Source: an optimization exercise on an open RTL-to-GDS flow (aim: small area). Production flows keep margins and buffers that such runs may drop.
Only simulation tests tie the RTL to the original design; equivalence was not proved.
Power is estimated from default activity; no workload was simulated.

== north ==
==> flow/design.v <==
`timescale 1ns / 1ps
module Pong_Finished(clk, reset, button, switch, hsync, vsync, RGB,
                     D0, D1, D2, D3, D4, D5, D6, D7, anodes,
                     hex_out, cheat, test_fast);
	input         clk, reset, cheat, test_fast;
	input  [3:0]  button;
	input  [11:0] switch;
	input         D0, D1, D2, D3, D4, D5, D6, D7;
	output [7:0]  anodes;
	output [6:0]  hex_out;
	output        hsync, vsync;
	output [11:0] RGB;
	function le10;
		input [9:0] a, b;
		integer i;
		reg g;
		begin
			g = 1'b1;
			for (i = 0; i < 10; i = i + 1)
				g = (~a[i] & b[i]) | (~a[i] & g) | (b[i] & g);
			le10 = g;
		end
	endfunction
	function [10:0] sub10;
		input [9:0] a, b;
		integer i;
		reg c;
		reg [9:0] s;
		begin
			c = 1'b1;
			for (i = 0; i < 10; i = i + 1) begin
				s[i] = a[i] ^ ~b[i] ^ c;
				c = (a[i] & ~b[i]) | (a[i] & c) | (~b[i] & c);
			end
			sub10 = {~c, s};
		end
	endfunction
	function [12:0] inc12;
		input [11:0] a;
		input en;
		integer i;
		reg c;
		begin
			c = en;
			for (i = 0; i < 12; i = i + 1) begin
				inc12[i] = a[i] ^ c;
				c = c & a[i];
			end
			inc12[12] = c;
		end
	endfunction
	function [9:0] step10;
		input [9:0] a;
		input en, up;
		integer i;
		reg c;
		begin
			c = en;
			for (i = 0; i < 10; i = i + 1) begin
				step10[i] = a[i] ^ c;
				c = c & ~(a[i] ^ up);
			end
		end
	endfunction
	function [8:0] step3;
		input [8:0] a;
		input dn, up;
		integer i;
		reg tu, td;
		begin
			step3[0] = a[0] ^ (dn | up);
			step3[1] = a[1] ^ ((dn | up) & (a[0] ^ dn));
			tu = dn & (a[1] | a[0]);
			td = up & ~(a[1] & a[0]);
			for (i = 2; i < 9; i = i + 1) begin
				step3[i] = a[i] ^ (tu | td);
				tu = tu & a[i];
				td = td & ~a[i];
			end
		end
	endfunction
	reg  [2:0] ph;
	reg  [9:0] px, py;
	wire px_step = (ph == 3'd0);
	wire px_end  = px[9] & px[8] & px[4] & px[3] & px[2] & px[1] & px[0];
	wire py_end  = py[9] & py[3] & py[2];
	wire [12:0] px_inc = inc12({2'b00, px}, px_step);
	wire [12:0] py_inc = inc12({2'b00, py}, px_step & px_end);
	always @(posedge clk, posedge reset)
		if (reset) ph <= 3'b100;
		else       ph <= {1'b0, ph[1] ^ ph[0], ~ph[0]};
	always @(posedge clk, posedge reset)
		if (reset) begin
			px <= 10'd0;
			py <= 10'd0;
		end else begin
			px <= px_inc[9:0] & ~({10'b1100100000} & {10{px_end & px_step}});
			py <= py_inc[9:0] & ~({10'b1000001101} & {10{py_end & px_end & px_step}});
		end
	assign hsync = ~(le10(10'd656, px) & le10(px, 10'd751));
	assign vsync = ~(py[9:1] == 9'd245);
	wire video_on = ~le10(10'd640, px) & ~le10(10'd480, py);
	wire tick = (px == 10'd0) && ((py == 10'd481) || test_fast);
	wire win  = (px[9:1] == 9'd0);
	reg  [8:0] pt1, pt2;        
	reg  [9:0] bx;              
	reg  [8:0] by;              
	reg        dx, dy;          
	reg  [3:0] score1, score2;
	reg        h2l_q;           
	wire restart  = (bx == 10'd632);
	wire restart2 = (bx == 10'd1);
	wire dn1 = tick & button[1] & ~le10(10'd409, {1'b0, pt1});
	wire up1 = tick & ~dn1 & button[0] & (pt1[8:1] != 8'd0);
	wire dn2 = tick & button[3] &
	           ~le10(cheat ? 10'd80 : 10'd408, {1'b0, pt2});
	wire up2 = tick & ~dn2 & button[2] & (pt2[8:1] != 8'd0);
	wire by_neg = &by;
	wire top_hit = (by[8:1] == 8'd0);
	wire bot_hit = (by[8:1] == 8'b11101100);      
	wire at2 = (bx == 10'd41) | (bx == 10'd42);
	wire at1 = (bx[9:2] == 8'd148) & (bx[1] | bx[0]) |           
	           (bx == 10'd596);
	wire       padcol = (px[9:2] == 8'd150) | (px[9:2] == 8'd10);
	wire       coll   = win & (bx[9:2] != 8'd0);
	wire       bmode  = ~padcol & ~coll;
	wire       rside = win ? bx[9] : px[9];
	wire [8:0] sa = coll ? by : py[8:0];
	wire [8:0] sb = bmode ? by : rside ? pt1 : pt2;
	wire [10:0] sd = sub10({1'b0, sa}, {1'b0, sb});
	wire neg   = sd[10];
	wire le71  = ~neg & le10(sd[9:0], 10'd71);
	wire le72  = ~neg & le10(sd[9:0], 10'd72);
	wire le400 = ~neg & le10(sd[9:0], 10'd400);
	wire in_rng = rside ? le71 : (cheat ? le400 : le72);
	wire near  = neg & (sd[9:3] == 7'h7F) & (sd[2:0] != 3'd0);    
	wire h1   = ~by_neg & (in_rng | near);
	wire h2l  = ~by_neg & (le400 | near);
	wire hit2 = win ? h1 : (cheat & h2l_q);
	wire hit1 = win & h1;
	always @(posedge clk)
		if (win) h2l_q <= h2l;
	reg dxn, dyn;
	always @(*) begin
		dxn = dx;
		dyn = dy;
		if (top_hit)           dyn = 1'b1;
		else if (bot_hit)      dyn = 1'b0;
		else if (at2 & hit2)   dxn = 1'b1;
		else if (at1 & hit1)   dxn = 1'b0;
	end
	always @(posedge clk)
		if (reset) begin
			score1 <= 4'd0;
			score2 <= 4'd0;
		end else begin
			score1 <= inc12({8'd0, score1}, restart);
			score2 <= inc12({8'd0, score2}, restart2 & ~restart);
		end
	always @(posedge clk, posedge reset)
		if (reset) begin
			pt1 <= 9'd220;
			pt2 <= 9'd220;
			bx  <= 10'd36;
			by  <= 9'd0;
			dx  <= 1'b1;
			dy  <= 1'b1;
		end else begin
			pt1 <= step3(pt1, dn1, up1);
			pt2 <= step3(pt2, dn2, up2);
			if (restart) begin
				bx <= 10'd36;  by <= 9'd0;   dx <= 1'b1; dy <= 1'b1;
			end else if (restart2) begin
				bx <= 10'd444; by <= 9'd0;   dx <= 1'b0; dy <= 1'b0;
			end else begin
				bx <= step10(bx, tick, dx);
				by <= step10({1'b0, by}, tick, dy);
				dx <= dxn;
				dy <= dyn;
			end
		end
	reg ball_row_q;
	wire ball_row = bmode ? (~neg & (sd[9:3] == 7'd0)) : ball_row_q;
	always @(posedge clk) ball_row_q <= ball_row;
	wire [10:0] dbx = sub10(px, bx);
	wire pad_on = padcol & in_rng;
	wire ball_on = ball_row &
	               ~dbx[10] & (dbx[9:3] == 7'd0);
	reg [11:0] rgb_n, rgb_q;
	always @(*)
		if (~video_on)      rgb_n = 12'h000;
		else if (pad_on)    rgb_n = 12'h0F0;
		else if (ball_on)   rgb_n = 12'hF00;
		else                rgb_n = switch;
	always @(posedge clk, posedge reset)
		if (reset) rgb_q <= 12'hFFF;
		else       rgb_q <= rgb_n;
	assign RGB = rgb_q;
	reg [11:0] rc;
	reg [2:0]  dig;
	wire q3     = ph[1] & ph[0];
	wire rc_end = rc[11] & rc[10] & rc[5] & rc[4] & rc[2];
	wire [12:0] rc_inc = inc12(rc, q3);
	always @(posedge clk, posedge reset)
		if (reset) begin
			rc  <= 12'd0;
			dig <= 3'd0;
		end else begin
			rc  <= rc_inc[11:0] & ~({12'b110000110101} & {12{rc_end & q3}});
			dig <= inc12({9'd0, dig}, rc_end & q3);
		end
	assign anodes = ~(8'd1 << dig);
	reg [3:0] digit;
	always @(*)
		case (dig)
			3'd0:    digit = score2;
			3'd4:    digit = score1;
			default: digit = 4'd0;
		endcase
	reg [6:0] seg;
	always @(*)
		case (digit)
			4'h0: seg = 7'b0000001;
			4'h1: seg = 7'b1001111;
			4'h2: seg = 7'b0010010;
			4'h3: seg = 7'b0000110;
			4'h4: seg = 7'b1001100;
			4'h5: seg = 7'b0100100;
			4'h6: seg = 7'b0100000;
			4'h7: seg = 7'b0001111;
			4'h8: seg = 7'b0000000;
			4'h9: seg = 7'b0000100;
			4'hA: seg = 7'b0001000;
			4'hB: seg = 7'b1100000;
			4'hC: seg = 7'b0110001;
			4'hD: seg = 7'b1000010;
			4'hE: seg = 7'b0110000;
			default: seg = 7'b0111000;
		endcase
	assign hex_out = seg;
endmodule
clock: 10.0 ns
lec_check: 0
cap_margin: 20
core_margin: 2
core_utilization: 40
place_density: 0.6
slew_margin: 20
standard.sh (not shown) runs the stock make flow with config.mk's settings and CLKGATE_MAP_FILE= SYNTH_SCRIPT=/design/flow/synth_recipe.tcl, a recipe that flattens the netlist after the stock synthesis.
==> flow/flow/run.sh <==
#!/bin/bash
# Own layout flow: the standard layout (standard.sh), with these changes.
#  1. Synthesis is the standard synthesis script, except that
#     - ABC maps the logic with an area-oriented script (flow/area.abc)
#       instead of ORFS's delay-oriented one, and
#     - Yosys's extract_fa (half/full adder cell extraction) is skipped, so
#       ABC sees that logic too.
#     Everything that decides the registers (their names and cell types) is
#     unchanged.
#  2. Ports are buffered with sky130_fd_sc_hd__buf_1 rather than the cell
#     buffer_ports picks by default.
#  3. Clock tree synthesis uses clkbuf_8 and inserts no dummy loads.
# Each tool's output goes to a log file in the work folder.
set -euo pipefail
W=$(pwd)
F=$W/flow

# ORFS synth.tcl with the ABC script replaced and extract_fa skipped
sed -e 's|log_cmd abc {\*}\$abc_args|log_cmd abc {*}[lreplace $abc_args 1 1 '"$F"'/area.abc]|' \
    -e 's|^\(\s*\)extract_fa {\*}\[dont_use_extract_fa_args\]|\1# extract_fa skipped|' \
    "$FLOW_HOME/scripts/synth.tcl" > "$W/synth_area_orfs.tcl"
grep -q "area.abc" "$W/synth_area_orfs.tcl"
grep -q "# extract_fa skipped" "$W/synth_area_orfs.tcl"
# The standard flow's synthesis script, sourcing that copy instead of ORFS's synth.tcl
sed 's|source \$::env(SCRIPTS_DIR)/synth.tcl|source '"$W"'/synth_area_orfs.tcl|' \
    "$W/synth_recipe.tcl" > "$W/synth_area.tcl"
grep -q "synth_area_orfs.tcl" "$W/synth_area.tcl"
# standard.sh with that synthesis script
sed 's|SYNTH_SCRIPT=[^ ]*|SYNTH_SCRIPT='"$W"'/synth_area.tcl|' "$W/standard.sh" > "$W/standard_area.sh"
grep -q "synth_area.tcl" "$W/standard_area.sh"

bash "$W/standard_area.sh" synth > "$W/synth.log" 2>&1
export BUFFER_PORTS_ARGS="-buffer_cell sky130_fd_sc_hd__buf_1"
export CTS_ARGS="-sink_clustering_enable -repair_clock_nets -dont_use_dummy_load -sink_clustering_size 30 -sink_clustering_max_diameter 300 -buf_list sky130_fd_sc_hd__clkbuf_8"
bash "$W/standard.sh" > "$W/layout.log" 2>&1
test -f "$W/out/final.def"
==> flow/flow/area.abc <==
strash
&get -n
&fraig -x
&put
scorr
dc2
strash
&get -n
&deepsyn -T 120
&put
strash
&get -n
&dch -f
&nf -R 1000
&put
No stage failed in north, and the final checks on the layout all came back clean.
Here is what was changed in the inputs of south compared with north.
diff --git a/flow/design.v b/flow/design.v
--- a/flow/design.v
+++ b/flow/design.v
@@ -105,13 +105,13 @@
 	reg  [8:0] pt1, pt2;        
 	reg  [9:0] bx;              
 	reg  [8:0] by;              
 	reg        dx, dy;          
 	reg  [3:0] score1, score2;
 	reg        h2l_q;           
-	wire restart  = (bx == 10'd632);
+	wire restart  = bx[9] & bx[6] & bx[5] & bx[4] & bx[3];    
 	wire restart2 = (bx == 10'd1);
 	wire dn1 = tick & button[1] & ~le10(10'd409, {1'b0, pt1});
 	wire up1 = tick & ~dn1 & button[0] & (pt1[8:1] != 8'd0);
 	wire dn2 = tick & button[3] &
 	           ~le10(cheat ? 10'd80 : 10'd408, {1'b0, pt2});
 	wire up2 = tick & ~dn2 & button[2] & (pt2[8:1] != 8'd0);
@@ -179,16 +179,21 @@
 				dy <= dyn;
 			end
 		end
 	reg ball_row_q;
 	wire ball_row = bmode ? (~neg & (sd[9:3] == 7'd0)) : ball_row_q;
 	always @(posedge clk) ball_row_q <= ball_row;
-	wire [10:0] dbx = sub10(px, bx);
+	reg  bx_prev_q;
+	wire bx_hi_eq = (px[9:3] == bx[9:3]);
+	wire p_lt_b   = ~le10({7'd0, bx[2:0]}, {7'd0, px[2:0]});
+	always @(posedge clk, posedge reset)
+		if (reset)                              bx_prev_q <= 1'b0;
+		else if (px_step & (px[2:0] == 3'd7))   bx_prev_q <= bx_hi_eq;
+	wire ball_x = (bx_hi_eq & ~p_lt_b) | (bx_prev_q & p_lt_b);
 	wire pad_on = padcol & in_rng;
-	wire ball_on = ball_row &
-	               ~dbx[10] & (dbx[9:3] == 7'd0);
+	wire ball_on = ball_row & ball_x;
 	reg [11:0] rgb_n, rgb_q;
 	always @(*)
 		if (~video_on)      rgb_n = 12'h000;
 		else if (pad_on)    rgb_n = 12'h0F0;
 		else if (ball_on)   rgb_n = 12'hF00;
 		else                rgb_n = switch;
==> comparison <==
Going from north to south, total wire length after detailed routing up 0.79%, worst-case clock buffer depth flat.
Final period utilization: south vs north down 3.9 points
Both conditions hold for south: the flow ran to the end and the final layout passed the timing, DRC and antenna checks.
Cmp south vs north: total power lower in south
south vs north on sequential power: south is the higher one.
south — met2 usage 2.0 points higher, north as reference
north vs south, end point of the critical path: dx vs rgb_q[2]

separate check: timing with driven ports:
The flow's constraints put no driver on any port. The routed layouts listed below were extracted and timed again, unchanged, in two steps. Step 1, drivers: a clkbuf_16 drives clk and a buf_2 each remaining input, both assumed. Step 2 also shifts input and output timing later by t, the mid clock arrival at the registers, as if the neighbouring blocks saw the same clock. a / b / c = ideal ports / drivers / drivers and shift; a / b = the first two.
| run | t (ns) | setup slack, ns | worst slew at a driven data input, ns |
|---|---|---|---|
| north | 0.406 | 2.862 / 2.862 / 2.862 | 0.04 |
| south | 0.402 | 3.252 / 3.252 / 3.252 | 0.03 |
After both steps setup and hold are still met in every run listed.
